Background: an optimization exercise with open tools, aiming at small area, a short achievable clock period and few clock cycles. Do not read the settings as production practice.
The RTL was checked by simulation tests, not by an equivalence proof against the original design.

==> flow/design.v, too long to show whole: its modules and the start of the top module <==
// module fft_twiddle_rom: 64 lines
// module fft_butterfly: 1972 lines
// module fft_bf_half: 30 lines
// module fft_fa: 7 lines
// module fft_ha: 7 lines
// module fft_memory: 20 lines
// module fft_controller: 203 lines
// module fft_top: 49 lines
module fft_top (
    input         clk,
    input         rst_n,
    input         start,
    input         data_valid,
    input  [15:0] data_in_real,
    input  [15:0] data_in_imag,
    input  [5:0]  addr_in,
    input         rd_en,
    input  [5:0]  addr_out,
    output        busy,
    output        done,
    output [15:0] data_out_real,
    output [15:0] data_out_imag
);
  // ...
==> flow/run.sh <==
#!/bin/bash
# synth_recipe.tcl (not shown) runs the flow's synth.tcl, then flattens the netlist and writes it again
# the make line also repeats each setting of config.mk as NAME=value (left out here)
make -C /OpenROAD-flow-scripts/flow DESIGN_CONFIG=/design/flow/config.mk WORK_HOME=/design/flow/orfs CLKGATE_MAP_FILE= SYNTH_SCRIPT=/design/flow/synth_recipe.tcl finish
==> flow/config.mk <==
export PLATFORM = sky130hd
export DESIGN_NAME = fft_top
export DESIGN_NICKNAME = fft_top
export VERILOG_FILES = /design/flow/design.v
export SDC_FILE = /design/flow/constraint.sdc
export NUM_CORES = 4
export LEC_CHECK = 0
export ABC_CLOCK_PERIOD_IN_PS = 4000
export CAP_MARGIN = 20
export CORE_MARGIN = 2
export CORE_UTILIZATION = 40
export PLACE_DENSITY = 0.6
export SETUP_SLACK_MARGIN = 5
export SLEW_MARGIN = 20
export SYNTH_HIERARCHICAL = 1
export SYNTH_MINIMUM_KEEP_SIZE = 0
==> flow/constraint.sdc <==
create_clock -name core_clock -period 11.0 [get_ports {clk}]
set_input_delay 2.2000 -clock core_clock [delete_from_list [all_inputs] [get_ports {clk}]]
set_output_delay 2.2000 -clock core_clock [all_outputs]
set_load 0.01 [all_outputs]
==> metrics.md, run 1 <==
| Metric | Value |
|---|---|
| Via count | roughly 110k |
| Largest cell class | multi-input gates |
| Yosys Warn Count | a little under 60 |
| Syn Std Cell Area | about 180000 um2 |
| Mux contribution to synthesized area | 0.101 |
| Setup bufs post-CTS | 0 |
| Hold path start | controller_inst.rd_q[2][3] |
| Crit path cell chain | fa_1 -> ha_1 -> nand4_1 -> nor3_1 -> a31oi_1 -> o21ai_0 -> a21oi_1 -> o211ai_2 -> nand2_2 -> nand2_4 -> nor2_1 -> a221o_1 |
| Clock Latency Late Sink | about 0.98 ns |
| Setup WS post-layout | about 5.7 ns |
| GRT busiest layer | met2 |
| CLK BUF | between 300 and 400 |
| # DRC | 0 |
| F_max | approximately 190 MHz |
| Sequential element share of the synthesized area | 0.459 |
| Status | finished clean |
| Setup crit start | controller_inst.bf0.pr_s_q[13] |
| Sequential share of cell area | 0.421 |
| Area leader, netlist | edfxtp_1 |
| Synth Area in XOR/XNOR | 0.0671 |
| Pre-CTS WS | about 5.8 ns |
| Mapped Cells | roughly 12000 |
| Worst-Margin Slew | approximately 1.3 ns |
Testbench counts, summed over its fixed seeds: cycles 7,336.
==> inputs of run 2 (changes only) <==
==> flow/flow/run.sh (new file) <==
#!/bin/bash
# Layout flow: the standard flow (standard.sh: the same synthesis and
# steps) run with a larger setup margin for the resizer's timing repair, so
# that repair keeps improving paths that already meet the clock period.
# The clock period and constraints are the standard flow's, unchanged.
# Each tool's output goes to a log file in this folder.
set -o pipefail
sed 's/SETUP_SLACK_MARGIN=[0-9.]*/SETUP_SLACK_MARGIN=6.8/' standard.sh > standard_margin.sh
cp standard_margin.sh standard_margin_sh.log
bash standard_margin.sh > standard.log 2>&1
==> flow/standard.sh (new file) <==
#!/bin/bash
# synth_recipe.tcl (not shown) runs the flow's synth.tcl, then flattens the netlist and writes it again
# the make line also repeats each setting of config.mk as NAME=value (left out here)
make -C /OpenROAD-flow-scripts/flow DESIGN_CONFIG=/design/flow/config.mk WORK_HOME=/design/flow/orfs CLKGATE_MAP_FILE= SYNTH_SCRIPT=/design/flow/synth_recipe.tcl "${@:-finish}"
removed: flow/run.sh
==> metrics.md, run 2 <==
| Metric | Value |
|---|---|
| Status | finished clean (unchanged) |
| Mux contribution to synthesized area | 0.101 (unchanged) |
| Share of flip-flops with an asynchronous set or reset | 0.00973 (unchanged) |
| First-pass GRT wire length | 827 mm (was 829 mm) |
| Area leader, netlist | edfxtp_1 (unchanged) |
| CTS H-tree depth | 5 (unchanged) |
| Yosys Warn Count | 58 (unchanged) |
| WL/cell | 31.9 um (was 32.0 um) |
| Final Util | 0.444 (was 0.440) |
| Site row count | 242 (unchanged) |
| CORE AREA | 435000 um2 (unchanged) |
| Die height | 666 um (unchanged) |
| CTS Root Cell | clkbuf_16 (unchanged) |
| Sequential element share of the synthesized area | 0.459 (unchanged) |
| DP HPWL | 384 mm (was 386 mm) |
| Period utilization | 0.379 (was 0.483) |
| CP Max Fanout | 5 (was 33) |
| Critical path required time | 11.79 ns (was 11.84 ns) |
| Syn Std Cell Area | 175000 um2 (unchanged) |
| Crit path kind | flop to flop (unchanged) |
| Vias in the first global route | 112258 (was 112219) |
| Commonest cells after routing, fill and taps aside | edfxtp_1 (2048), xnor2_1 (1155), fa_1 (1070) (was edfxtp_1 (2048), xnor2_1 (1160), fa_1 (1088)) |
| Yosys cell types | 127 (unchanged) |
| Total Negative Setup Slacks | 0 ns (unchanged) |
| First drt pass iteration count | 9 (was 5) |
| Max-Cap Viols | 0 (unchanged) |
| Inserted Clock Buffers | 319 (was 323) |
| Gr ovfl total | 0 (unchanged) |
| Worst-Margin Slew | 1.23 ns (was 1.34 ns) |
| Most frequent cell after synthesis | edfxtp_1 (unchanged) |
| Initial core utilization | 0.402 (unchanged) |
| Mapped Cells | 12310 (unchanged) |
| Yosys top cell area share | 0.351 (unchanged) |
| RSZ-0062 raised after global routing | true (was false) |
| Largest family of logic cells by synthesized area | adder cells (unchanged) |
| IO Pins | 83 (unchanged) |
| Clock-pin slew on the worst setup and hold paths | 0.07 ns (was 0.06 ns) |
| Finish-stage setup viols | 0 (unchanged) |
| Sink Count | 2982 (unchanged) |
| Largest net degree at the start of global routing | 90 (was 157) |
| Register area | 80600 um2 (was 80500 um2) |
| Maximum buffer depth of the clock tree | 4 (unchanged) |
| Placed Area | 181000 um2 (about the same) |
| Area of the multi-input gates | 88100 um2 (was 87000 um2) |
| 1st-iter DRT viols | 13189 (was 13915) |
| Fillers | 38710 (was 38689) |
| WHS | 0.330 ns (was 0.328 ns) |
| Die width | 666 um (unchanged) |
| Arr. time, crit path | 4.96 ns (was 6.16 ns) |
| Clock Latency Late Sink | 0.99 ns (was 0.98 ns) |
| CTS Hold Bufs | 0 (unchanged) |
| Synth Area in XOR/XNOR | 0.0671 (unchanged) |
| Post-Synth Adder-Cell Area | 0.161 (unchanged) |
| Final hold vios | 0 (unchanged) |
| CP peak stage delay | 0.68 ns (was 0.87 ns) |
| HP Class | flop to flop (unchanged) |
| Crit path cell chain | fa_1 -> ha_2 -> inv_1 -> fa_1 -> inv_1 -> nand4_1 -> a2111oi_2 -> a32oi_2 -> buf_4 -> a21oi_4 -> a21o_1 -> a21oi_1 -> xor2_1 -> a21oi_1 -> o22a_1 (was fa_1 -> ha_1 -> nand4_1 -> nor3_1 -> a31oi_1 -> o21ai_0 -> a21oi_1 -> o211ai_2 -> nand2_2 -> nand2_4 -> nor2_1 -> a221o_1) |
| Post-Synth Simple-Gate Area | 0.0388 (unchanged) |
| F_max | 240 MHz (was 188 MHz) |
| Slowest cell on crit path | fa_1 (was o21ai_0) |
| Clk_skew | 0.0881 ns (was 0.0908 ns) |
| Vias per std cell | 6.07 (was 6.10) |
| Post-synth top flop | edfxtp_1 (unchanged) |
| TritonCTS clock tree | done (unchanged) |
| EDFF count, synth | 2048 (unchanged) |
| # DRC | 0 (unchanged) |
| Antenna Violating Nets Remaining | 0 (unchanged) |
| Antenna violations before repair | 44 (was 43) |
| Met2 routed WL | 257 mm (was 256 mm) |
| M1 WL | 232 mm (was 234 mm) |
| Tot GR Track Use | 0.259 (was 0.260) |
| Routability cong. | 0.954 (was 0.967) |
| Layout area overhead | 10.5% (was 9.38%) |
| Ranking of synthesized cells by area | edfxtp_1 (35%), fa_1 (12%), dfxtp_1 (10%) (unchanged) |
| Avg Cell Area, Syn | 14.2 um2 (unchanged) |
| Most frequent cells after synthesis | edfxtp_1 (2048), xnor2_1 (1161), fa_1 (1088), dfxtp_1 (905), mux4_2 (736) (unchanged) |
| DIE AREA | 443000 um2 (unchanged) |
| Number of flip-flops under the largest register name | 2048 (unchanged) |
| CP Launch Type | flop (unchanged) |
| Final cell area excluding filler cells | 193000 um2 (was 191000 um2) |
| Slew HR | 0.171 (was 0.0953) |
| Top Metal Used | met5 (unchanged) |
| Pins Over Slew Limit | 0 (unchanged) |
| Routed WL | 583 mm (was 585 mm) |
| Share of layout cells above drive strength 1 | 0.229 (was 0.213) |
| Final Net Count | 13920 (was 13871) |
| Tmin final | 4.17 ns (was 5.31 ns) |
| Post-synthesis compound-gate area fraction | 0.124 (unchanged) |
| Metal3 WL | 57.7 mm (was 60.7 mm) |
| Via count | 110977 (was 111543) |
| Port bufs | 81 (unchanged) |
| #FFs+latches synth | 2982 (unchanged) |
| Most common cell after layout, fill and taps aside | edfxtp_1 (unchanged) |
| Endpoint class of the critical path | flop (unchanged) |
[run 2: cell count changes in the layout (fill, tap and decap cells not counted), moves of 10 or more]
cell,change
a2111oi_0,-10
a21oi_1,-18
a21oi_2,+14
a31oi_1,-20
a31oi_2,+11
buf_6,+33
clkbuf_8,+14
diode_2,-31
fa_1,-18
fa_2,+18
o21ai_0,-20
o21ai_2,+15
[run 2: per-stage QoR]
step / instances / setup WS (ns)
floorplan: 12326 / 7.00
global placement: 17613 / 5.86
detailed placement: 17615 / 5.88
CTS: 18214 / 6.76
global route: 18266 / 6.77
finish: 18284 / 6.83
[run 2: layout make-up]
type,count,area share
multi-input combinational,7881,0.455
tap,5734,0.0371
timing repair buffer,520,0.0227
sequential,2982,0.417
antenna,22,0.000285
clock inverter,175,0.0121
inverter,565,0.0111
clock buffer,405,0.0446
[run 2: kinds of logic after synthesis]
group,after synthesis
xor+xnor,1324
mux,840
fa+ha+maj,1606
other cells,4
buf+inv,1467
compound gates,2692
simple gates,1395
flops,2982
[run 2: worst paths after layout]
check | slack [ns] | startpoint | to | depth (start not counted)
worst max-delay path | 6.83 | controller_inst.bf1.pr_s_q[13] | controller_inst.res[2][24] | 15
worst min-delay path | 0.33 | controller_inst.rd_q[2][29] | controller_inst.bf1.ar_q[13] | 0
worst max register to register | 6.83 | controller_inst.bf1.pr_s_q[13] | controller_inst.res[2][24] | 15
worst min register to register | 0.33 | controller_inst.rd_q[2][29] | controller_inst.bf1.ar_q[13] | 0
max in group asynchronous | 8.97 | rst_n | controller_inst.cnt[1] | 2
min in group asynchronous | 1.60 | rst_n | controller_inst.done | 2
[run 2: worst max-delay path: cells and delay by family (launching register included)]
kind	cells	cell delay [ns]
flip-flops	1	0.32
adder cells (fa/ha/maj)	3	1.45
AO/OA/AOI/OAI	7	1.26
buffers and inverters	3	0.42
XOR/XNOR	1	0.32
AND/OR/NAND/NOR	1	0.23
[run 2: what timing repair did]
item,4_1_cts,5_1_grt
endpoints found under the setup margin,1029,336
setup buffers,18,45
cloned,1,3
resized for setup,115,167
pin swaps,15,37
[run 2: routing by layer]
metal,up-vias,track usage
li1,45803,-
met1,58273,0.346
met2,5625,0.392
met3,1242,0.0614
met4,34,0.138
met5,-,0
[run 2: modules after synthesis (local to each module, per instance), a selection]
module	copies in the design	cells inside
fft_fa	1036	1
fft_memory	1	3224
fft_bf_half	4	717
fft_controller	1	1464
fft_ha	88	1
fft_twiddle_rom	1	368
fft_butterfly	2	1631
==> module fft_memory, before the edit <==
module fft_memory (
    input          clk,
    input  [3:0]   we,      
    input  [15:0]  wa,      
    input  [127:0] wd,      
    input  [15:0]  ra,      
    output [127:0] rd       
);
    genvar b;
    generate
        for (b = 0; b < 4; b = b + 1) begin : bank
            reg [31:0] mem [0:15];
            always @(posedge clk) begin
                if (we[b])
                    mem[wa[4*b +: 4]] <= wd[32*b +: 32];
            end
            assign rd[32*b +: 32] = mem[ra[4*b +: 4]];
        end
    endgenerate
endmodule
==> module fft_controller, before the edit <==
module fft_controller (
    input              clk,
    input              rst_n,
    input              start,
    input              data_valid,
    input      [15:0]  data_in_real,
    input      [15:0]  data_in_imag,
    input      [5:0]   addr_in,
    input              rd_en,
    input      [5:0]   addr_out,
    input      [127:0] mem_rd,
    output reg         busy,
    output reg         done,
    output reg [3:0]   mem_we,
    output reg [15:0]  mem_wa,
    output reg [127:0] mem_wd,
    output reg [15:0]  mem_ra,
    output reg [15:0]  data_out_real,
    output reg [15:0]  data_out_imag
);
    localparam IDLE = 2'd0, LOAD = 2'd1, COMP = 2'd2, DONE = 2'd3;
    reg  [1:0]  state;
    reg  [6:0]  cnt;              
    reg  [6:0]  cnt1, cnt2;       
    reg         v1, v2, v3;       
    reg         in_v;
    reg  [5:0]  in_a;             
    reg  [31:0] in_d;
    reg  [31:0] rd_q [0:3];       
    function [5:0] bitrev6;
        input [5:0] x;
        bitrev6 = {x[0], x[1], x[2], x[3], x[4], x[5]};
    endfunction
    function [1:0] bank_of;
        input [5:0] x;
        bank_of = {x[5], ^x};
    endfunction
    function [5:0] slot_addr;
        input [6:0] sc;
        input [1:0] k;
        reg   [4:0] j;
        reg   [2:0] s;
        integer i;
        begin
            j = {k[1], sc[3:0]};
            s = sc[6:4];
            for (i = 0; i < 6; i = i + 1) begin
                if (i < s)
                    slot_addr[i] = j[i];
                else if (i == s)
                    slot_addr[i] = k[0];
                else
                    slot_addr[i] = j[i-1];
            end
        end
    endfunction
    always @(posedge clk or negedge rst_n) begin
        if (!rst_n) begin
            state <= IDLE;
            busy  <= 1'b0;
            done  <= 1'b0;
            cnt   <= 7'd0;
            cnt1  <= 7'd0;
            cnt2  <= 7'd0;
            v1    <= 1'b0;
            v2    <= 1'b0;
            v3    <= 1'b0;
            in_v  <= 1'b0;
        end else begin
            in_v <= (state == LOAD) && data_valid;
            v1   <= (state == COMP) && !(cnt[6] && cnt[5]);
            v2   <= v1;
            v3   <= v2;
            cnt1 <= cnt;
            cnt2 <= cnt1;
            case (state)
                IDLE, DONE: begin
                    if (start) begin
                        state <= LOAD;
                        busy  <= 1'b1;
                        done  <= 1'b0;
                    end
                end
                LOAD: begin
                    cnt <= 7'd0;
                    if (!data_valid)
                        state <= COMP;
                end
                default: begin  
                    cnt <= cnt + 7'd1;
                    if (cnt == 7'd97) begin
                        state <= DONE;
                        busy  <= 1'b0;
                        done  <= 1'b1;
                    end
                end
            endcase
        end
    end
    always @(posedge clk) begin
        in_a <= bitrev6(addr_in);
        in_d <= {data_in_real, data_in_imag};
    end
    reg [15:0] ra_q;              
    reg [1:0]  rsel_q [0:3];      
    reg [6:0]  nc;
    reg [5:0]  na [0:3];
    reg [1:0]  nb [0:3];
    reg [15:0] nra;
    integer k, b;
    always @(*) begin
        nc = (state == COMP) ? cnt + 7'd1 : 7'd0;
        for (k = 0; k < 4; k = k + 1) begin
            na[k] = slot_addr(nc, k[1:0]);
            nb[k] = bank_of(na[k]);
        end
        nra = 16'd0;
        for (k = 0; k < 4; k = k + 1)
            for (b = 0; b < 4; b = b + 1)
                if (nb[k] == b)
                    nra[4*b +: 4] = na[k][3:0];
        if (state == DONE) begin
            nb[0] = bank_of(addr_out);
            nra   = {4{addr_out[3:0]}};
        end
    end
    always @(posedge clk) begin
        ra_q <= nra;
        for (k = 0; k < 4; k = k + 1)
            rsel_q[k] <= nb[k];
    end
    always @(*) mem_ra = ra_q;
    always @(posedge clk) begin
        for (k = 0; k < 4; k = k + 1)
            rd_q[k] <= mem_rd[32*rsel_q[k] +: 32];
        data_out_real <= rd_q[0][31:16];
        data_out_imag <= rd_q[0][15:0];
    end
    wire [23:0] d_wr0, d_wi0, d_wr1, d_wi1;
    wire [15:0] o_ar [0:1];
    wire [15:0] o_ai [0:1];
    wire [15:0] o_br [0:1];
    wire [15:0] o_bi [0:1];
    fft_twiddle_rom rom (.sc(cnt), .d_wr0(d_wr0), .d_wi0(d_wi0), .d_wr1(d_wr1), .d_wi1(d_wi1));
    reg [23:0] q_wr0, q_wi0, q_wr1, q_wi1;
    always @(posedge clk) begin
        q_wr0 <= d_wr0; q_wi0 <= d_wi0;
        q_wr1 <= d_wr1; q_wi1 <= d_wi1;
    end
    fft_butterfly bf0 (
        .clk(clk),
        .ar(rd_q[0][31:16]), .ai(rd_q[0][15:0]), .br(rd_q[1][31:16]), .bi(rd_q[1][15:0]),
        .d_wr(q_wr0), .d_wi(q_wi0),
        .oar(o_ar[0]), .oai(o_ai[0]), .obr(o_br[0]), .obi(o_bi[0])
    );
    fft_butterfly bf1 (
        .clk(clk),
        .ar(rd_q[2][31:16]), .ai(rd_q[2][15:0]), .br(rd_q[3][31:16]), .bi(rd_q[3][15:0]),
        .d_wr(q_wr1), .d_wi(q_wi1),
        .oar(o_ar[1]), .oai(o_ai[1]), .obr(o_br[1]), .obi(o_bi[1])
    );
    reg [31:0] res   [0:3];
    reg [15:0] wa_q;              
    reg [1:0]  wsel_q [0:3];      
    reg [5:0]  wa_slot [0:3];
    reg [1:0]  nws [0:3];
    reg [15:0] nwa;
    always @(*) begin
        for (k = 0; k < 4; k = k + 1)
            wa_slot[k] = slot_addr(cnt2, k[1:0]);
        nwa = 16'd0;
        for (b = 0; b < 4; b = b + 1)
            nws[b] = 2'd0;
        for (k = 0; k < 4; k = k + 1)
            for (b = 0; b < 4; b = b + 1)
                if (bank_of(wa_slot[k]) == b) begin
                    nwa[4*b +: 4] = wa_slot[k][3:0];
                    nws[b] = k[1:0];
                end
    end
    always @(posedge clk) begin
        res[0] <= {o_ar[0], o_ai[0]};
        res[1] <= {o_br[0], o_bi[0]};
        res[2] <= {o_ar[1], o_ai[1]};
        res[3] <= {o_br[1], o_bi[1]};
        wa_q   <= nwa;
        for (b = 0; b < 4; b = b + 1)
            wsel_q[b] <= nws[b];
    end
    always @(*) begin
        for (b = 0; b < 4; b = b + 1) begin
            if (in_v) begin
                mem_we[b] = (bank_of(in_a) == b);
                mem_wa[4*b +: 4] = in_a[3:0];
                mem_wd[32*b +: 32] = in_d;
            end else begin
                mem_we[b] = v3;
                mem_wa[4*b +: 4] = wa_q[4*b +: 4];
                mem_wd[32*b +: 32] = res[wsel_q[b]];
            end
        end
    end
endmodule
==> module fft_top, before the edit <==
module fft_top (
    input         clk,
    input         rst_n,
    input         start,
    input         data_valid,
    input  [15:0] data_in_real,
    input  [15:0] data_in_imag,
    input  [5:0]  addr_in,
    input         rd_en,
    input  [5:0]  addr_out,
    output        busy,
    output        done,
    output [15:0] data_out_real,
    output [15:0] data_out_imag
);
    wire [3:0]   mem_we;
    wire [15:0]  mem_wa;
    wire [127:0] mem_wd;
    wire [15:0]  mem_ra;
    wire [127:0] mem_rd;
    fft_controller controller_inst (
        .clk(clk),
        .rst_n(rst_n),
        .start(start),
        .data_valid(data_valid),
        .data_in_real(data_in_real),
        .data_in_imag(data_in_imag),
        .addr_in(addr_in),
        .rd_en(rd_en),
        .addr_out(addr_out),
        .mem_rd(mem_rd),
        .busy(busy),
        .done(done),
        .mem_we(mem_we),
        .mem_wa(mem_wa),
        .mem_wd(mem_wd),
        .mem_ra(mem_ra),
        .data_out_real(data_out_real),
        .data_out_imag(data_out_imag)
    );
    fft_memory memory_inst (
        .clk(clk),
        .we(mem_we),
        .wa(mem_wa),
        .wd(mem_wd),
        .ra(mem_ra),
        .rd(mem_rd)
    );
endmodule
==> inputs of run 3 (changes only) <==
--- a/flow/design.v
+++ b/flow/design.v
@@ -2085,3 +2085,3 @@
     input  [127:0] wd,      
-    input  [15:0]  ra,      
+    input  [63:0]  ra,      
     output [127:0] rd       
@@ -2096,3 +2096,10 @@
             end
-            assign rd[32*b +: 32] = mem[ra[4*b +: 4]];
+            reg [31:0] r;
+            integer i;
+            always @(*) begin
+                r = 32'd0;
+                for (i = 0; i < 16; i = i + 1)
+                    r = r | (mem[i] & {32{ra[16*b + i]}});
+            end
+            assign rd[32*b +: 32] = r;
         end
@@ -2116,3 +2123,3 @@
     output reg [127:0] mem_wd,
-    output reg [15:0]  mem_ra,
+    output reg [63:0]  mem_ra,        
     output reg [15:0]  data_out_real,
@@ -2203,4 +2210,4 @@
     end
-    reg [15:0] ra_q;              
-    reg [1:0]  rsel_q [0:3];      
+    reg [63:0] ra_q;              
+    reg [3:0]  rsel_q [0:3];      
     reg [6:0]  nc;
@@ -2227,5 +2234,6 @@
     always @(posedge clk) begin
-        ra_q <= nra;
+        for (b = 0; b < 4; b = b + 1)
+            ra_q[16*b +: 16] <= 16'd1 << nra[4*b +: 4];
         for (k = 0; k < 4; k = k + 1)
-            rsel_q[k] <= nb[k];
+            rsel_q[k] <= 4'd1 << nb[k];
     end
@@ -2234,3 +2242,4 @@
         for (k = 0; k < 4; k = k + 1)
-            rd_q[k] <= mem_rd[32*rsel_q[k] +: 32];
+            rd_q[k] <= ({32{rsel_q[k][0]}} & mem_rd[31:0])  | ({32{rsel_q[k][1]}} & mem_rd[63:32]) |
+                       ({32{rsel_q[k][2]}} & mem_rd[95:64]) | ({32{rsel_q[k][3]}} & mem_rd[127:96]);
         data_out_real <= rd_q[0][31:16];
@@ -2263,3 +2272,3 @@
     reg [15:0] wa_q;              
-    reg [1:0]  wsel_q [0:3];      
+    reg [3:0]  wsel_q [0:3];      
     reg [5:0]  wa_slot [0:3];
@@ -2287,3 +2296,3 @@
         for (b = 0; b < 4; b = b + 1)
-            wsel_q[b] <= nws[b];
+            wsel_q[b] <= v2 ? (4'd1 << nws[b]) : 4'd0;
     end
@@ -2298,3 +2307,4 @@
                 mem_wa[4*b +: 4] = wa_q[4*b +: 4];
-                mem_wd[32*b +: 32] = res[wsel_q[b]];
+                mem_wd[32*b +: 32] = ({32{wsel_q[b][0]}} & res[0]) | ({32{wsel_q[b][1]}} & res[1]) |
+                                     ({32{wsel_q[b][2]}} & res[2]) | ({32{wsel_q[b][3]}} & res[3]);
             end
@@ -2321,3 +2331,3 @@
     wire [127:0] mem_wd;
-    wire [15:0]  mem_ra;
+    wire [63:0]  mem_ra;
     wire [127:0] mem_rd;
--- a/flow/flow/run.sh
+++ b/flow/flow/run.sh
@@ -7,3 +7,3 @@
 set -o pipefail
-sed 's/SETUP_SLACK_MARGIN=[0-9.]*/SETUP_SLACK_MARGIN=6.8/' standard.sh > standard_margin.sh
+sed 's/SETUP_SLACK_MARGIN=[0-9.]*/SETUP_SLACK_MARGIN=7.1/' standard.sh > standard_margin.sh
 cp standard_margin.sh standard_margin_sh.log
--- a/flow/config.mk
+++ b/flow/config.mk
@@ -10,4 +10,4 @@
 export CORE_MARGIN = 2
-export CORE_UTILIZATION = 40
-export PLACE_DENSITY = 0.6
+export CORE_UTILIZATION = 55
+export PLACE_DENSITY = 0.7
 export SETUP_SLACK_MARGIN = 5
==> metrics.md, run 3 <==
| Metric | Value |
|---|---|
| Vias per std cell | 6.95 (was 6.07) |
| Sink Count | 3045 (was 2982) |
| Yosys top cell area share | 0.358 (was 0.351) |
| Routed WL | 594 mm (was 583 mm) |
| Vias in the first global route | 121525 (was 112258) |
| Yosys cell types | 124 (was 127) |
| # DRC | 0 (unchanged) |
| Sequential element share of the synthesized area | 0.475 (was 0.459) |
| CP Max Fanout | 3 (was 5) |
| Avg Cell Area, Syn | 13.3 um2 (was 14.2 um2) |
| Pre-CTS WS | 5.69 ns (was 5.88 ns) |
| CP Launch Type | flop (unchanged) |
| Final Net Count | 14678 (was 13920) |
| Port bufs | 81 (unchanged) |
| Number of flip-flops under the largest register name | 2048 (unchanged) |
| Arr. time, crit path | 4.77 ns (was 4.96 ns) |
| Gr ovfl total | 0 (unchanged) |
| Tmin final | 3.99 ns (was 4.17 ns) |
| 1st-iter DRT viols | 16925 (was 13189) |
| Most frequent cell after synthesis | edfxtp_1 (unchanged) |
| CORE AREA | 311000 um2 (was 435000 um2) |
| TritonCTS clock tree | done (unchanged) |
| Tot GR Track Use | 0.368 (was 0.259) |
| Finish-stage setup viols | 0 (unchanged) |
| Die height | 563 um (was 666 um) |
| First-pass GRT wire length | 846 mm (was 827 mm) |
| WHS | 0.326 ns (was 0.330 ns) |
| IO Pins | 83 (unchanged) |
| Most common cell after layout, fill and taps aside | edfxtp_1 (unchanged) |
| #FFs+latches synth | 3045 (was 2982) |
| Post-synth top flop | edfxtp_1 (unchanged) |
| Most frequent cells after synthesis | edfxtp_1 (2048), xnor2_1 (1148), fa_1 (1088), dfxtp_1 (968) (was edfxtp_1 (2048), xnor2_1 (1161), fa_1 (1088), dfxtp_1 (905), mux4_2 (736)) |
| Initial core utilization | 0.552 (was 0.402) |
| Antenna violations before repair | 48 (was 44) |
| Share of flip-flops with an asynchronous set or reset | 0.00952 (was 0.00973) |
| Clock-pin slew on the worst setup and hold paths | 0.07 ns (about the same) |
| Status | finished clean (unchanged) |
| F_max | 251 MHz (was 240 MHz) |
| Ranking of synthesized cells by area | edfxtp_1 (36%), fa_1 (13%), dfxtp_1 (11%) (was edfxtp_1 (35%), fa_1 (12%), dfxtp_1 (10%)) |
| Fillers | 23446 (was 38710) |
| Final hold vios | 0 (unchanged) |
| Worst-Margin Slew | 1.17 ns (was 1.23 ns) |
| Yosys Warn Count | 58 (unchanged) |
| Antenna Violating Nets Remaining | 0 (unchanged) |
| Maximum buffer depth of the clock tree | 4 (unchanged) |
| Inserted Clock Buffers | 318 (was 319) |
| Share of layout cells above drive strength 1 | 0.184 (was 0.229) |
| DIE AREA | 317000 um2 (was 443000 um2) |
| Endpoint class of the critical path | flop (unchanged) |
| Site row count | 205 (was 242) |
| Critical path required time | 11.78 ns (was 11.79 ns) |
| CTS Hold Bufs | 0 (unchanged) |
| Routability cong. | 1.01 (was 0.954) |
| WL/cell | 34.1 um (was 31.9 um) |
| Mapped Cells | 12969 (was 12310) |
| Area of the multi-input gates | 85000 um2 (was 88100 um2) |
| Syn Std Cell Area | 172000 um2 (was 175000 um2) |
| HP Class | flop to flop (unchanged) |
| Clock Latency Late Sink | 0.95 ns (was 0.99 ns) |
| DP HPWL | 378 mm (was 384 mm) |
| EDFF count, synth | 2048 (unchanged) |
| RSZ-0062 raised after global routing | true (unchanged) |
| Layout area overhead | 10.8% (was 10.5%) |
| Commonest cells after routing, fill and taps aside | edfxtp_1 (2048), xnor2_1 (1126), fa_1 (1021) (was edfxtp_1 (2048), xnor2_1 (1155), fa_1 (1070)) |
| Die width | 563 um (was 666 um) |
| Max-Cap Viols | 0 (unchanged) |
| Clk_skew | 0.0894 ns (was 0.0881 ns) |
| Slew HR | 0.213 (was 0.171) |
| CTS H-tree depth | 5 (unchanged) |
| Pins Over Slew Limit | 0 (unchanged) |
| Total Negative Setup Slacks | 0 ns (unchanged) |
| Largest net degree at the start of global routing | 81 (was 90) |
| Via count | 121160 (was 110977) |
| Area leader, netlist | edfxtp_1 (unchanged) |
| First drt pass iteration count | 13 (was 9) |
| CTS Root Cell | clkbuf_16 (unchanged) |
| Register area | 81800 um2 (was 80600 um2) |
| Crit path kind | flop to flop (unchanged) |
| Setup WS post-layout | 7.01 ns (was 6.83 ns) |
| Period utilization | 0.363 (was 0.379) |
## run 3: worst paths after layout
check | from | end | slack, ns | cells after the start
worst max-delay path | controller_inst.bf1.pi_s_q[12] | controller_inst.res[3][15] | 7.01 | 13
worst min-delay path | controller_inst.rd_q[2][0] | controller_inst.bf1.ai_q[0] | 0.33 | 0
worst max register to register | controller_inst.bf1.pi_s_q[12] | controller_inst.res[3][15] | 7.01 | 13
worst min register to register | controller_inst.rd_q[2][0] | controller_inst.bf1.ai_q[0] | 0.33 | 0
max in group asynchronous | rst_n | controller_inst.in_v | 9.21 | 1
min in group asynchronous | rst_n | controller_inst.state[1] | 1.30 | 1
## run 3: metrics by stage
step | cells | util | area, um2
2_1_floorplan | 12990 | - | 172000
3_3_place_gp | 16684 | 0.562 | 175000
3_5_place_dp | 16685 | 0.562 | 175000
4_1_cts | 17340 | 0.603 | 188000
5_1_grt | 17427 | 0.612 | 191000
6_report | 17434 | 0.612 | 191000
## run 3: what timing repair did
action                                  in CTS  in global routing
buffers inserted                            74                 84
resized for setup                          362                499
pin swaps                                   72                155
gates cloned                                 2                  1
endpoints found under the setup margin    1234                287
## run 3: cell families after synthesis
kind of cell / count (synthesis) / synth area share
AND/OR/NAND/NOR: 1592 / 0.0480
buffers and inverters: 1394 / 0.0511
adder cells (fa/ha/maj): 1619 / 0.165
XOR/XNOR: 1303 / 0.0674
AO/OA/AOI/OAI: 3930 / 0.189
flip-flops: 3045 / 0.475
other: 5 / 0.000109
multiplexers: 81 / 0.00498
## run 3: per-module statistics from Yosys (local to each module, per instance), a selection
| module | area (um2) | times used | flip-flops and latches | cells |
|---|---|---|---|---|
| fft_ha | 12.5 | 88 | 0 | 1 |
| fft_fa | 20.0 | 1036 | 0 | 1 |
| fft_twiddle_rom | 2660 | 1 | 0 | 406 |
| fft_controller | 19800 | 1 | 561 | 1849 |
| fft_bf_half | 5050 | 4 | 0 | 711 |
| fft_butterfly | 17100 | 2 | 218 | 1631 |
| fft_memory | 73200 | 1 | 2048 | 3484 |
## run 3: area by class of cell
cell class / instances / share of cell area
clock buffers: 404 / 0.0453
diodes: 9 / 0.000118
repair buffers: 672 / 0.0335
clock inverters: 175 / 0.00981
flip-flops and latches: 3045 / 0.429
multi-input cells: 8553 / 0.446
inverters: 436 / 0.00881
well taps: 4140 / 0.0272
## run 3: routing by layer
layer  track usage  vias up  part of all wire
li1              -    49285                 -
met1         0.475    61438              0.36
met2         0.550     8512              0.43
met3        0.0990     1895              0.13
met4         0.236       30             0.077
met5      0.000452        -           0.00039
## run 3: worst max-delay path, stage by stage, from the launching register on
cell and delay [ns]:
dfxtp_1 0.32, fa_2 0.72, ha_4 0.18, fa_2 0.46, o2bb2ai_2 0.17, or3_4 0.34, o21a_1 0.23, a32oi_2 0.24
buf_6 0.17, a21oi_2 0.07, o31a_1 0.32, o41ai_2 0.32, o22ai_1 0.14, and3_1 0.18
Testbench counts of run 3, summed over its fixed seeds: cycles 7,336.
==> inputs of run 4 (changes only) <==
--- a/flow/design.v
+++ b/flow/design.v
@@ -2124,4 +2124,4 @@
     output reg [63:0]  mem_ra,        
-    output reg [15:0]  data_out_real,
-    output reg [15:0]  data_out_imag
+    output     [15:0]  data_out_real,
+    output     [15:0]  data_out_imag
 );
@@ -2135,2 +2135,3 @@
     reg  [31:0] in_d;
+    reg  [5:0]  ha;               
     reg  [31:0] rd_q [0:3];       
@@ -2197,3 +2198,3 @@
                     cnt <= cnt + 7'd1;
-                    if (cnt == 7'd97) begin
+                    if (cnt == 7'd96) begin
                         state <= DONE;
@@ -2207,2 +2208,3 @@
     always @(posedge clk) begin
+        ha   <= addr_out;
         in_a <= bitrev6(addr_in);
@@ -2229,4 +2231,4 @@
         if (state == DONE) begin
-            nb[0] = bank_of(addr_out);
-            nra   = {4{addr_out[3:0]}};
+            nb[0] = bank_of(ha);
+            nra   = {4{ha[3:0]}};
         end
@@ -2240,2 +2242,4 @@
     always @(*) mem_ra = ra_q;
+    assign data_out_real = rd_q[0][31:16];
+    assign data_out_imag = rd_q[0][15:0];
     always @(posedge clk) begin
@@ -2244,4 +2248,2 @@
                        ({32{rsel_q[k][2]}} & mem_rd[95:64]) | ({32{rsel_q[k][3]}} & mem_rd[127:96]);
-        data_out_real <= rd_q[0][31:16];
-        data_out_imag <= rd_q[0][15:0];
     end
--- a/flow/config.mk
+++ b/flow/config.mk
@@ -10,4 +10,6 @@
 export CORE_MARGIN = 2
-export CORE_UTILIZATION = 55
-export PLACE_DENSITY = 0.7
+export CORE_UTILIZATION = 60
+export CTS_CLUSTER_DIAMETER = 120
+export CTS_CLUSTER_SIZE = 20
+export PLACE_DENSITY = 0.72
 export SETUP_SLACK_MARGIN = 5
==> metrics.md, run 4 <==
| Metric | Value |
|---|---|
| Status | finished clean (unchanged) |
| CORE AREA | 285000 um2 (was 311000 um2) |
| HP Class | flop to flop (unchanged) |
| Tmin final | 3.98 ns (was 3.99 ns) |
| Via count | 120750 (was 121160) |
| CP peak stage delay | 0.65 ns (was 0.72 ns) |
| Final hold vios | 0 (unchanged) |
| CP most frequent cell | a21oi_1 (was fa_2) |
| Yosys cell types | 123 (was 124) |
| Arr. time, crit path | 4.63 ns (was 4.77 ns) |
| Clock-pin slew on the worst setup and hold paths | 0.09 ns (was 0.07 ns) |
| Share of layout cells above drive strength 1 | 0.174 (was 0.184) |
| #FFs+latches synth | 3019 (was 3045) |
| CTS H-tree depth | 4 (was 5) |
| Slowest cell on crit path | ha_1 (was fa_2) |
| DIE AREA | 290000 um2 (was 317000 um2) |
| Sink Count | 3019 (was 3045) |
| Pre-CTS WS | 5.84 ns (was 5.69 ns) |
| RSZ-0062 raised after global routing | true (unchanged) |
| Commonest cells after routing, fill and taps aside | edfxtp_1 (2048), xnor2_1 (1124), fa_1 (1016) (was edfxtp_1 (2048), xnor2_1 (1126), fa_1 (1021)) |
| Setup WS post-layout | 7.02 ns (was 7.01 ns) |
| Critical path required time | 11.65 ns (was 11.78 ns) |
| First-pass GRT wire length | 864 mm (was 846 mm) |
| Mapped Cells | 12973 (was 12969) |
| Inserted Clock Buffers | 177 (was 318) |
| Slew HR | 0.172 (was 0.213) |
| Most frequent cell after synthesis | edfxtp_1 (unchanged) |
| CP Launch Type | flop (unchanged) |
| WL/cell | 36.6 um (was 34.1 um) |
| Final cell area excluding filler cells | 185000 um2 (was 191000 um2) |
| Max-Cap Viols | 0 (unchanged) |
| WHS Path Cells | 0 (unchanged) |
| Reg-to-Reg Start | controller_inst.cnt[5] (was controller_inst.bf1.pi_s_q[12]) |
| Initial core utilization | 0.602 (was 0.552) |
| Total Negative Setup Slacks | 0 ns (unchanged) |
| First drt pass iteration count | 20 (was 13) |
| Routability cong. | 1.03 (was 1.01) |
| FF-to-FF setup slack | 7.02 ns (was 7.01 ns) |
| Fillers | 20780 (was 23446) |
| CTS Root Cell | clkbuf_16 (unchanged) |
| DP HPWL | 403 mm (was 378 mm) |
| Final Net Count | 14564 (was 14678) |
| Layout area overhead | 7.98% (was 10.8%) |
| Crit path cell chain | buf_6 -> or3b_1 -> a21bo_2 -> ha_1 -> nand2b_1 -> a21oi_1 -> a21oi_1 -> mux2i_1 (was fa_2 -> ha_4 -> fa_2 -> o2bb2ai_2 -> or3_4 -> o21a_1 -> a32oi_2 -> buf_6 -> a21oi_2 -> o31a_1 -> o41ai_2 -> o22ai_1 -> and3_1) |
| Finish-stage setup viols | 0 (unchanged) |
| Share of flip-flops with an asynchronous set or reset | 0.00961 (was 0.00952) |
| EDFF count, synth | 2048 (unchanged) |
| Pins Over Slew Limit | 0 (unchanged) |
| Site row count | 196 (was 205) |
| Reg2reg path depth | 8 (was 13) |
| Critical path buffers and inverters | 1 (unchanged) |
| Gr ovfl total | 0 (unchanged) |
| Number of flip-flops under the largest register name | 2048 (unchanged) |
| Largest net degree at the start of global routing | 88 (was 81) |
| Clk_skew | 0.0639 ns (was 0.0894 ns) |
| Die width | 538 um (was 563 um) |
| Worst-Margin Slew | 1.24 ns (was 1.17 ns) |
| TritonCTS clock tree | done (unchanged) |
| Delay-heaviest family, CP | compound AO/OA/AOI/OAI gates (unchanged) |
| Area of the multi-input gates | 85500 um2 (was 85000 um2) |
| Endpoint class of the critical path | flop (unchanged) |
| Yosys top cell area share | 0.359 (was 0.358) |
| Most frequent cells after synthesis | edfxtp_1 (2048), xnor2_1 (1152), fa_1 (1088), dfxtp_1 (942), a21oi_1 (593) (was edfxtp_1 (2048), xnor2_1 (1148), fa_1 (1088), dfxtp_1 (968)) |
| Antenna Violating Nets Remaining | 0 (unchanged) |
| IO Pins | 83 (unchanged) |
| Ranking of synthesized cells by area | edfxtp_1 (36%), fa_1 (13%), dfxtp_1 (11%) (unchanged) |
| Maximum buffer depth of the clock tree | 4 (unchanged) |
| Most common cell after layout, fill and taps aside | edfxtp_1 (unchanged) |
| Hold path start | controller_inst.rd_q[2][25] (was controller_inst.rd_q[2][0]) |
| Yosys Warn Count | 58 (unchanged) |
| Register area | 81400 um2 (was 81800 um2) |
| Hold endpoint | controller_inst.bf1.ar_q[9] (was controller_inst.bf1.ai_q[0]) |
| Post-synth top flop | edfxtp_1 (unchanged) |
| 1st-iter DRT viols | 17536 (was 16925) |
| CTS Hold Bufs | 0 (unchanged) |
| Vias per std cell | 7.19 (was 6.95) |
| # DRC | 0 (unchanged) |
| Placed Area | 174000 um2 (was 175000 um2) |
| Vias in the first global route | 119148 (was 121525) |
| Die height | 538 um (was 563 um) |
| Antenna violations before repair | 27 (was 48) |
| F_max | 251 MHz (about the same) |
| Period utilization | 0.362 (was 0.363) |
| Avg Cell Area, Syn | 13.2 um2 (was 13.3 um2) |
| Crit path kind | flop to flop (unchanged) |
| Sequential element share of the synthesized area | 0.473 (was 0.475) |
| Area leader, netlist | edfxtp_1 (unchanged) |
| Syn Std Cell Area | 171000 um2 (was 172000 um2) |
| Port bufs | 81 (unchanged) |
| CP Max Fanout | 32 (was 3) |
| Worst R2R End | controller_inst.q_wi1[15] (was controller_inst.res[3][15]) |
| Routed WL | 616 mm (was 594 mm) |
| Tot GR Track Use | 0.414 (was 0.368) |
| Clock Latency Late Sink | 0.92 ns (was 0.95 ns) |
-- run 4: worst max path at each step --
stage                              startpoint                    endpoint  slack [ns]  depth (start not counted)
5_1_grt        controller_inst.bf1.pr_s_q[12]  controller_inst.res[3][25]        6.98                         14
4_1_cts        controller_inst.bf0.pi_s_q[18]   controller_inst.res[1][9]        7.03                         13
6_report               controller_inst.cnt[5]   controller_inst.q_wi1[15]        7.02                          8
3_3_place_gp    controller_inst.bf1.pr_s_q[4]  controller_inst.res[3][24]        5.93                         12
3_5_place_dp    controller_inst.bf1.pr_s_q[4]  controller_inst.res[3][24]        5.84                         12
2_1_floorplan  controller_inst.bf0.pi_s_q[17]  controller_inst.res[1][15]        7.41                         13
-- run 4: cell families after synthesis --
kind of cell,count (synthesis),share of synthesized area
compound gates,3937,0.189
flops,3019,0.473
simple gates,1625,0.0482
fa+ha+maj,1619,0.166
buf+inv,1388,0.0509
xor+xnor,1306,0.0681
mux,74,0.00448
other cells,5,0.000110
-- run 4: routing by layer --
metal,share of wire,track usage
met4,0.073,0.244
met1,0.37,0.553
met2,0.43,0.602
met5,0.00025,0.000164
met3,0.13,0.121
-- run 4: cell type report --
type,instances,area share
multi-input cells,8589,0.462
flip-flops and latches,3019,0.440
repair buffers,693,0.0358
clock buffers,266,0.0259
well taps,3762,0.0254
inverters,432,0.00901
clock inverters,26,0.00201
diodes,11,0.000149
-- run 4: per-module statistics from Yosys (local to each module, per instance), excerpt --
module / cell area [um2] / flip-flops and latches / cells
fft_fa: 20.0 / 0 / 1
fft_butterfly: 17100 / 218 / 1631
fft_twiddle_rom: 2660 / 0 / 406
fft_memory: 73200 / 2048 / 3484
fft_ha: 12.5 / 0 / 1
fft_controller: 19300 / 535 / 1853
fft_bf_half: 5050 / 0 / 711
-- run 4: repair_timing --
action,CTS,global route
gates cloned,1,6
hold endpoints to repair,0,0
gates resized for setup,510,526
endpoints found under the setup margin,446,266
buffers inserted,86,66
pin swaps,78,176
-- run 4: through the flow --
step,util,std cells,hold WS [ns]
global placement,0.611,16335,0.317
floorplan,-,12994,0.310
CTS,0.640,16715,0.336
finish,0.650,16798,0.335
detailed placement,0.612,16336,0.313
global route,0.650,16790,0.339
-- run 4: worst register-to-register path, cell delays in order, from the launching register on --
cell	delay (ns)
dfrtp_1	0.46
buf_6	0.24
or3b_1	0.49
a21bo_2	0.33
ha_1	0.65
nand2b_1	0.46
a21oi_1	0.13
a21oi_1	0.65
mux2i_1	0.35
Testbench counts of run 4, summed over its fixed seeds: cycles 7,304.
==> inputs of run 5 (changes only) <==
--- a/flow/config.mk
+++ b/flow/config.mk
@@ -10,6 +10,6 @@
 export CORE_MARGIN = 2
-export CORE_UTILIZATION = 60
+export CORE_UTILIZATION = 55
 export CTS_CLUSTER_DIAMETER = 120
 export CTS_CLUSTER_SIZE = 20
-export PLACE_DENSITY = 0.72
+export PLACE_DENSITY = 0.7
 export SETUP_SLACK_MARGIN = 5
==> metrics.md, run 5 <==
| Metric | Value |
|---|---|
| Clock Latency Late Sink | 0.93 ns (was 0.92 ns) |
| Max-Cap Viols | 0 (unchanged) |
| Most frequent cell after synthesis | edfxtp_1 (unchanged) |
| Period utilization | 0.355 (was 0.362) |
| CTS Root Cell | clkbuf_16 (unchanged) |
| Reg2reg path depth | 15 (was 8) |
| Total Negative Setup Slacks | 0 ns (unchanged) |
| Antenna violations before repair | 37 (was 27) |
| GRT busiest layer | met2 (unchanged) |
| CORE AREA | 309000 um2 (was 285000 um2) |
| Clk_skew | 0.0791 ns (was 0.0639 ns) |
| FF-to-FF setup slack | 7.10 ns (was 7.02 ns) |
| F_max | 256 MHz (was 251 MHz) |
| Die width | 562 um (was 538 um) |
| RSZ-0062 raised after global routing | true (unchanged) |
| Hold path start | controller_inst.rd_q[2][0] (was controller_inst.rd_q[2][25]) |
| Largest net degree at the start of global routing | 73 (was 88) |
| Tmin final | 3.90 ns (was 3.98 ns) |
| Die height | 562 um (was 538 um) |
| Worst-Margin Slew | 1.22 ns (was 1.24 ns) |
| EDFF count, synth | 2048 (unchanged) |
| #FFs+latches synth | 3019 (unchanged) |
| Register area | 81300 um2 (was 81400 um2) |
| HP Class | flop to flop (unchanged) |
| IO Pins | 83 (unchanged) |
| CP Launch Type | flop (unchanged) |
| Initial core utilization | 0.554 (was 0.602) |
| Reg-to-Reg Start | controller_inst.bf0.pi_s_q[13] (was controller_inst.cnt[5]) |
| CP Max Fanout | 5 (was 32) |
| Sink Count | 3019 (unchanged) |
| Post-synth top flop | edfxtp_1 (unchanged) |
| CTS H-tree depth | 4 (unchanged) |
| Yosys cell types | 123 (unchanged) |
| Vias per std cell | 6.98 (was 7.19) |
| DP HPWL | 385 mm (was 403 mm) |
| Endpoint class of the critical path | flop (unchanged) |
| WHS Path Cells | 0 (unchanged) |
| Finish-stage setup viols | 0 (unchanged) |
| Hold endpoint | controller_inst.bf1.ai_q[0] (was controller_inst.bf1.ar_q[9]) |
| First-pass GRT wire length | 838 mm (was 864 mm) |
| GR Layer Usage met2 | 0.556 (was 0.602) |
| Area leader, netlist | edfxtp_1 (unchanged) |
| 1st-iter DRT viols | 17696 (was 17536) |
| Clock-pin slew on the worst setup and hold paths | 0.09 ns (about the same) |
| Met1 Use GR | 0.480 (was 0.553) |
| Met3 GRT Util | 0.0879 (was 0.121) |
| Arr. time, crit path | 4.71 ns (was 4.63 ns) |
| Port bufs | 81 (unchanged) |
| Share of layout cells above drive strength 1 | 0.172 (was 0.174) |
| Routed WL | 596 mm (was 616 mm) |
| Ranking of synthesized cells by area | edfxtp_1 (36%), fa_1 (13%), dfxtp_1 (11%) (unchanged) |
| Final hold vios | 0 (unchanged) |
| Tot GR Track Use | 0.367 (was 0.414) |
| DIE AREA | 316000 um2 (was 290000 um2) |
| TritonCTS clock tree | done (unchanged) |
| Inserted Clock Buffers | 178 (was 177) |
| Gr ovfl total | 0 (unchanged) |
| Status | finished clean (unchanged) |
| Mapped Cells | 12973 (unchanged) |
| Maximum buffer depth of the clock tree | 4 (unchanged) |
| Worst R2R End | controller_inst.res[0][14] (was controller_inst.q_wi1[15]) |
| Critical path required time | 11.81 ns (was 11.65 ns) |
| Site row count | 204 (was 196) |
| Share of flip-flops with an asynchronous set or reset | 0.00961 (unchanged) |
| WL/cell | 34.7 um (was 36.6 um) |
| Most common cell after layout, fill and taps aside | edfxtp_1 (unchanged) |
| Routability cong. | 0.992 (was 1.03) |
| Yosys Warn Count | 58 (unchanged) |
| Avg Cell Area, Syn | 13.2 um2 (unchanged) |
| Via count | 119863 (was 120750) |
| # DRC | 0 (unchanged) |
| Pins Over Slew Limit | 0 (unchanged) |
| First drt pass iteration count | 16 (was 20) |
| Final Net Count | 14575 (was 14564) |
| Layout area overhead | 8.20% (was 7.98%) |
| WHS | 0.328 ns (was 0.335 ns) |
| Vias in the first global route | 118663 (was 119148) |
| Crit path kind | flop to flop (unchanged) |
| Number of flip-flops under the largest register name | 2048 (unchanged) |
| Fillers | 23886 (was 20780) |
| Antenna Violating Nets Remaining | 0 (unchanged) |
| Commonest cells after routing, fill and taps aside | edfxtp_1 (2048), xnor2_1 (1120), fa_1 (1017) (was edfxtp_1 (2048), xnor2_1 (1124), fa_1 (1016)) |
| Syn Std Cell Area | 171000 um2 (unchanged) |
| Yosys top cell area share | 0.359 (unchanged) |
| Area of the multi-input gates | 85400 um2 (was 85500 um2) |
| Sequential element share of the synthesized area | 0.473 (unchanged) |
| Most frequent cells after synthesis | edfxtp_1 (2048), xnor2_1 (1152), fa_1 (1088), dfxtp_1 (942), a21oi_1 (593) (unchanged) |
| Slew HR | 0.189 (was 0.172) |
[run 5: worst max path at each step]
stage	start	endpoint	slack, ns	cells past startpoint
after floorplan	controller_inst.bf0.pi_s_q[17]	controller_inst.res[1][15]	7.41	13
after global placement	controller_inst.bf0.pr_s_q[4]	controller_inst.res[1][30]	5.75	12
after detailed placement	controller_inst.bf0.pr_s_q[4]	controller_inst.res[1][30]	5.73	12
after CTS	controller_inst.bf0.pr_s_q[9]	controller_inst.res[1][30]	7.03	11
after global routing	controller_inst.bf0.pr_s_q[2]	controller_inst.res[1][19]	7.00	12
final	controller_inst.bf0.pi_s_q[13]	controller_inst.res[0][14]	7.10	15
[run 5: critical path, cell delays in order (launching register included)]
cell and delay [ns]:
dfxtp_2 0.33, fa_1 0.58, ha_2 0.20, inv_2 0.05, fa_2 0.58, inv_2 0.07, a311o_1 0.27, a31o_2 0.24
a211oi_4 0.26, buf_4 0.19, o31a_1 0.23, buf_6 0.15, o21ai_4 0.09, a21oi_2 0.20, xor2_2 0.11, a221oi_2 0.26
[run 5: stage by stage]
| stage | util | worst slack, ns | cell area (um2) | instances |
|---|---|---|---|---|
| finish | 0.599 | 7.10 | 185000 | 17175 |
| global route | 0.599 | 7.00 | 185000 | 17160 |
| CTS | 0.589 | 7.03 | 182000 | 17053 |
| detailed placement | 0.564 | 5.73 | 174000 | 16688 |
| global placement | 0.564 | 5.75 | 174000 | 16685 |
| floorplan | - | 7.41 | 172000 | 12994 |
[run 5: layer usage]
layer | part of all wire | vias to the layer above
li1 | - | 48951
met1 | 0.36 | 60973
met2 | 0.44 | 8158
met3 | 0.12 | 1767
met4 | 0.073 | 14
met5 | 0.00015 | -
[run 5: modules after synthesis, one instance, submodules excluded, a selection]
module | times used | flip-flops and latches | cells | area, um2
fft_ha | 88 | 0 | 1 | 12.5
fft_memory | 1 | 2048 | 3484 | 73200
fft_fa | 1036 | 0 | 1 | 20.0
fft_butterfly | 2 | 218 | 1631 | 17100
fft_controller | 1 | 535 | 1853 | 19300
fft_bf_half | 4 | 0 | 711 | 5050
fft_twiddle_rom | 1 | 0 | 406 | 2660
[run 5: cell families (layout without fill, tap and decap cells)]
group                    Yosys count  in the layout  share of synthesized area
AO/OA/AOI/OAI                   3937           3937                      0.189
XOR/XNOR                        1306           1307                     0.0681
adder cells (fa/ha/maj)         1619           1619                      0.166
buffers and inverters           1388           1425                     0.0509
flip-flops                      3019           3019                      0.473
multiplexers                      74             74                    0.00448
other                              5             46                   0.000110
AND/OR/NAND/NOR                 1625           1628                     0.0482
[run 5: layout make-up]
class                           instances  share of cell area
Inverter                              432             0.00897
Antenna cell                           20            0.000270
Timing Repair Buffer                  701              0.0360
Clock inverter                         21             0.00161
Tap cell                             4120              0.0278
Clock buffer                          271              0.0265
Multi-Input combinational cell       8591               0.460
Sequential cell                      3019               0.439
[run 5: repair_timing]
| item | CTS | global route |
|---|---|---|
| cloned | 0 | 9 |
| buffers inserted | 73 | 85 |
| resized for setup | 429 | 542 |
| hold buffers | 0 | 0 |
| setup endpoints to repair | 298 | 257 |
| pin swaps | 76 | 206 |
| hold endpoints to repair | 0 | 0 |
==> inputs of run 6 (changes only) <==
--- a/flow/config.mk
+++ b/flow/config.mk
@@ -10,6 +10,6 @@
 export CORE_MARGIN = 2
-export CORE_UTILIZATION = 55
+export CORE_UTILIZATION = 50
 export CTS_CLUSTER_DIAMETER = 120
 export CTS_CLUSTER_SIZE = 20
-export PLACE_DENSITY = 0.7
+export PLACE_DENSITY = 0.65
 export SETUP_SLACK_MARGIN = 5
==> metrics.md, run 6 <==
| Metric | Value |
|---|---|
| Largest net degree at the start of global routing | 94 (was 73) |
| Final cell area excluding filler cells | 187000 um2 (was 185000 um2) |
| Inserted Clock Buffers | 179 (was 178) |
| Setup crit start | controller_inst.bf1.pi_s_q[2] (was controller_inst.bf0.pi_s_q[13]) |
| Post-Synth Adder-Cell Area | 0.166 (unchanged) |
| Period utilization | 0.359 (was 0.355) |
| Mapped Cells | 12973 (unchanged) |
| Clk_skew | 0.0839 ns (was 0.0791 ns) |
| Crit path kind | flop to flop (unchanged) |
| CTS Hold Bufs | 0 (unchanged) |
| Antenna Violating Nets Remaining | 0 (unchanged) |
| Final Util | 0.548 (was 0.599) |
| Vias per std cell | 6.80 (was 6.98) |
| Ranking of synthesized cells by area | edfxtp_1 (36%), fa_1 (13%), dfxtp_1 (11%) (unchanged) |
| Avg Cell Area, Syn | 13.2 um2 (unchanged) |
| DP HPWL | 389 mm (was 385 mm) |
| Yosys top cell area share | 0.359 (unchanged) |
| First drt pass iteration count | 15 (was 16) |
| Sink Count | 3019 (unchanged) |
| IO Pins | 83 (unchanged) |
| Pins Over Slew Limit | 0 (unchanged) |
| HP Class | flop to flop (unchanged) |
| Setup WS post-layout | 7.05 ns (was 7.10 ns) |
| Synth Area in XOR/XNOR | 0.0681 (unchanged) |
| Most frequent cell after synthesis | edfxtp_1 (unchanged) |
| Tot GR Track Use | 0.340 (was 0.367) |
| CP Max Fanout | 3 (was 5) |
| Initial core utilization | 0.503 (was 0.554) |
| Routed WL | 612 mm (was 596 mm) |
| Area leader, netlist | edfxtp_1 (unchanged) |
| Clock-pin slew on the worst setup and hold paths | 0.09 ns (about the same) |
| 1st-iter DRT viols | 16165 (was 17696) |
| Total Negative Setup Slacks | 0 ns (unchanged) |
| F_max | 253 MHz (was 256 MHz) |
| Tmin final | 3.95 ns (was 3.90 ns) |
| #FFs+latches synth | 3019 (unchanged) |
| Die height | 589 um (was 562 um) |
| Arr. time, crit path | 4.71 ns (about the same) |
| Layout area overhead | 8.88% (was 8.20%) |
| WL/cell | 34.7 um (about the same) |
| Syn Std Cell Area | 171000 um2 (unchanged) |
| # DRC | 0 (unchanged) |
| Cell Count, Final, Fillers Out | 17618 (was 17175) |
| Endpoint class of the critical path | flop (unchanged) |
| Clock Latency Late Sink | 0.95 ns (was 0.93 ns) |
| Site row count | 214 (was 204) |
| Placed Area | 175000 um2 (was 174000 um2) |
| CTS H-tree depth | 4 (unchanged) |
| Via count | 119812 (was 119863) |
| Most common cell after layout, fill and taps aside | edfxtp_1 (unchanged) |
| Die width | 589 um (was 562 um) |
| Commonest cells after routing, fill and taps aside | edfxtp_1 (2048), xnor2_1 (1119), fa_1 (1015) (was edfxtp_1 (2048), xnor2_1 (1120), fa_1 (1017)) |
| Sequential element share of the synthesized area | 0.473 (unchanged) |
| First-pass GRT wire length | 855 mm (was 838 mm) |
| Post-Synth Simple-Gate Area | 0.0482 (unchanged) |
| Antenna violations before repair | 37 (unchanged) |
| Maximum buffer depth of the clock tree | 4 (unchanged) |
| Mux contribution to synthesized area | 0.00448 (unchanged) |
| Pre-CTS WS | 5.46 ns (was 5.73 ns) |
| Reg-to-Reg Start | controller_inst.bf1.pi_s_q[2] (was controller_inst.bf0.pi_s_q[13]) |
| Gr ovfl total | 0 (unchanged) |
| Vias in the first global route | 119616 (was 118663) |
| Number of flip-flops under the largest register name | 2048 (unchanged) |
| Final Net Count | 14617 (was 14575) |
| Placed Cells | 17093 (was 16688) |
| Share of flip-flops with an asynchronous set or reset | 0.00961 (unchanged) |
| Max-Cap Viols | 0 (unchanged) |
| RSZ-0062 raised after global routing | true (unchanged) |
| Largest family of logic cells by synthesized area | compound AO/OA/AOI/OAI gates (unchanged) |
| EDFF count, synth | 2048 (unchanged) |
| Post-synth top flop | edfxtp_1 (unchanged) |
| Critical path required time | 11.76 ns (was 11.81 ns) |
| Share of layout cells above drive strength 1 | 0.175 (was 0.172) |
| Worst-Margin Slew | 1.13 ns (was 1.22 ns) |
| CP Launch Type | flop (unchanged) |
| Yosys cell types | 123 (unchanged) |
| Status | finished clean (unchanged) |
| Fillers | 27885 (was 23886) |
| Port bufs | 81 (unchanged) |
| Hold path start | controller_inst.rd_q[2][6] (was controller_inst.rd_q[2][0]) |
| Routability cong. | 0.990 (was 0.992) |
| CTS Root Cell | clkbuf_16 (unchanged) |
| Most frequent cells after synthesis | edfxtp_1 (2048), xnor2_1 (1152), fa_1 (1088), dfxtp_1 (942), a21oi_1 (593) (unchanged) |
| Yosys Warn Count | 58 (unchanged) |
| Post-synthesis compound-gate area fraction | 0.189 (unchanged) |
| CORE AREA | 341000 um2 (was 309000 um2) |
| Slew HR | 0.248 (was 0.189) |
| DIE AREA | 347000 um2 (was 316000 um2) |
| Final hold vios | 0 (unchanged) |
| TritonCTS clock tree | done (unchanged) |
| Finish-stage setup viols | 0 (unchanged) |
run 6: cell type report:
type	count	area [um2]	share of cell area
Antenna cell	7	17.5	0.0000939
Clock buffer	267	4830	0.0259
Clock inverter	24	392	0.00210
Inverter	432	1670	0.00893
Multi-Input combinational cell	8591	85200	0.456
Sequential cell	3019	81400	0.436
Tap cell	4536	5680	0.0304
Timing Repair Buffer	742	7490	0.0401
run 6: path summary, 6_finish.rpt:
kind,to,slack (ns),depth (start not counted)
worst min register to register,controller_inst.bf1.ai_q[6],0.30,0
max in group asynchronous,controller_inst.in_v,9.18,1
worst min-delay path,controller_inst.bf1.ai_q[6],0.30,0
worst max register to register,controller_inst.res[3][7],7.05,14
min in group asynchronous,controller_inst.cnt1[5],1.30,1
worst max-delay path,controller_inst.res[3][7],7.05,14
run 6: worst max-delay path, cell delays in order, from the launching register on:
cell and delay (ns):
dfxtp_1 0.32, fa_2 0.59, ha_1 0.22, fa_1 0.47
a21o_1 0.20, a31oi_1 0.33, o211ai_1 0.27, nand3b_1 0.16
buf_4 0.17, buf_4 0.12, nand2_2 0.07, o21ai_0 0.16
nand2b_1 0.10, xnor2_1 0.21, a211oi_1 0.41
run 6: cells by family after synthesis:
kind of cell,after synthesis
DFF,3019
muxes,74
and+or+nand+nor,1625
adders and majority gates,1619
AOI/OAI and AO/OA,3937
xor gates and xnor gates,1306
buffers and inverters,1388
other,5
run 6: per-module statistics from Yosys (local to each module, per instance), a selection:
module	cell area, um2	copies in the design	cells
fft_twiddle_rom	2660	1	406
fft_memory	73200	1	3484
fft_bf_half	5050	4	711
fft_butterfly	17100	2	1631
fft_ha	12.5	88	1
fft_controller	19300	1	1853
fft_fa	20.0	1036	1
run 6: metal layers:
| layer | wire, um | part of all wire | track usage | vias to the layer above |
|---|---|---|---|---|
| met2 | 272000 | 0.44 | 0.524 | 7692 |
| met3 | 66600 | 0.11 | 0.0737 | 1662 |
| li1 | - | - | - | 49033 |
| met1 | 228000 | 0.37 | 0.443 | 61411 |
| met5 | 97 | 0.00016 | 0 | - |
| met4 | 44800 | 0.073 | 0.205 | 14 |
run 6: through the flow:
stage / hold WS, ns
floorplan: 0.310
global placement: 0.317
detailed placement: 0.312
CTS: 0.309
global route: 0.323
finish: 0.302
run 6: timing repair:
item,in CTS,in global routing
resized for setup,482,517
setup buffers,78,119
gates cloned,2,26
pin swaps,67,175
endpoints found under the setup margin,721,262

[what the ideal ports hide]
The results above use ideal ports. As a check the final layouts listed here were re-extracted and re-timed, cells and wires unchanged.
Step 1: set_driving_cell puts a clkbuf_16 on clk and a buf_2 on each other input, an assumption about the parent block.
Step 2 times the ports against the registers' clock, not the clock port: input delays grow and output delays shrink by t, the midpoint of the rising clock arrivals with the driver on.
a / b / c = ideal ports / drivers / drivers and shift; a / b = the first two.
run	t (ns)	slack for setup (ns)	latest minus earliest clock arrival (ns)	slew at the worst register clock pin (ns)
run 1	1.060	5.687 / 5.687 / 5.687	0.119 / 0.119	0.07 / 0.07
run 2	1.052	6.832 / 6.764 / 6.244	0.101 / 0.101	0.07 / 0.07
run 3	1.006	7.009 / 7.009 / 6.778	0.095 / 0.095	0.08 / 0.08
run 4	0.992	7.020 / 7.020 / 7.020	0.065 / 0.065	0.10 / 0.10
run 5	1.009	7.097 / 7.049 / 7.097	0.090 / 0.090	0.10 / 0.10
run 6	1.022	7.049 / 7.012 / 7.049	0.087 / 0.087	0.10 / 0.10
After both steps setup and hold are still met in every run listed. For run 2, which loses most, drivers alone change the setup slack by -0.068 ns; drivers and shift together by -0.588 ns.
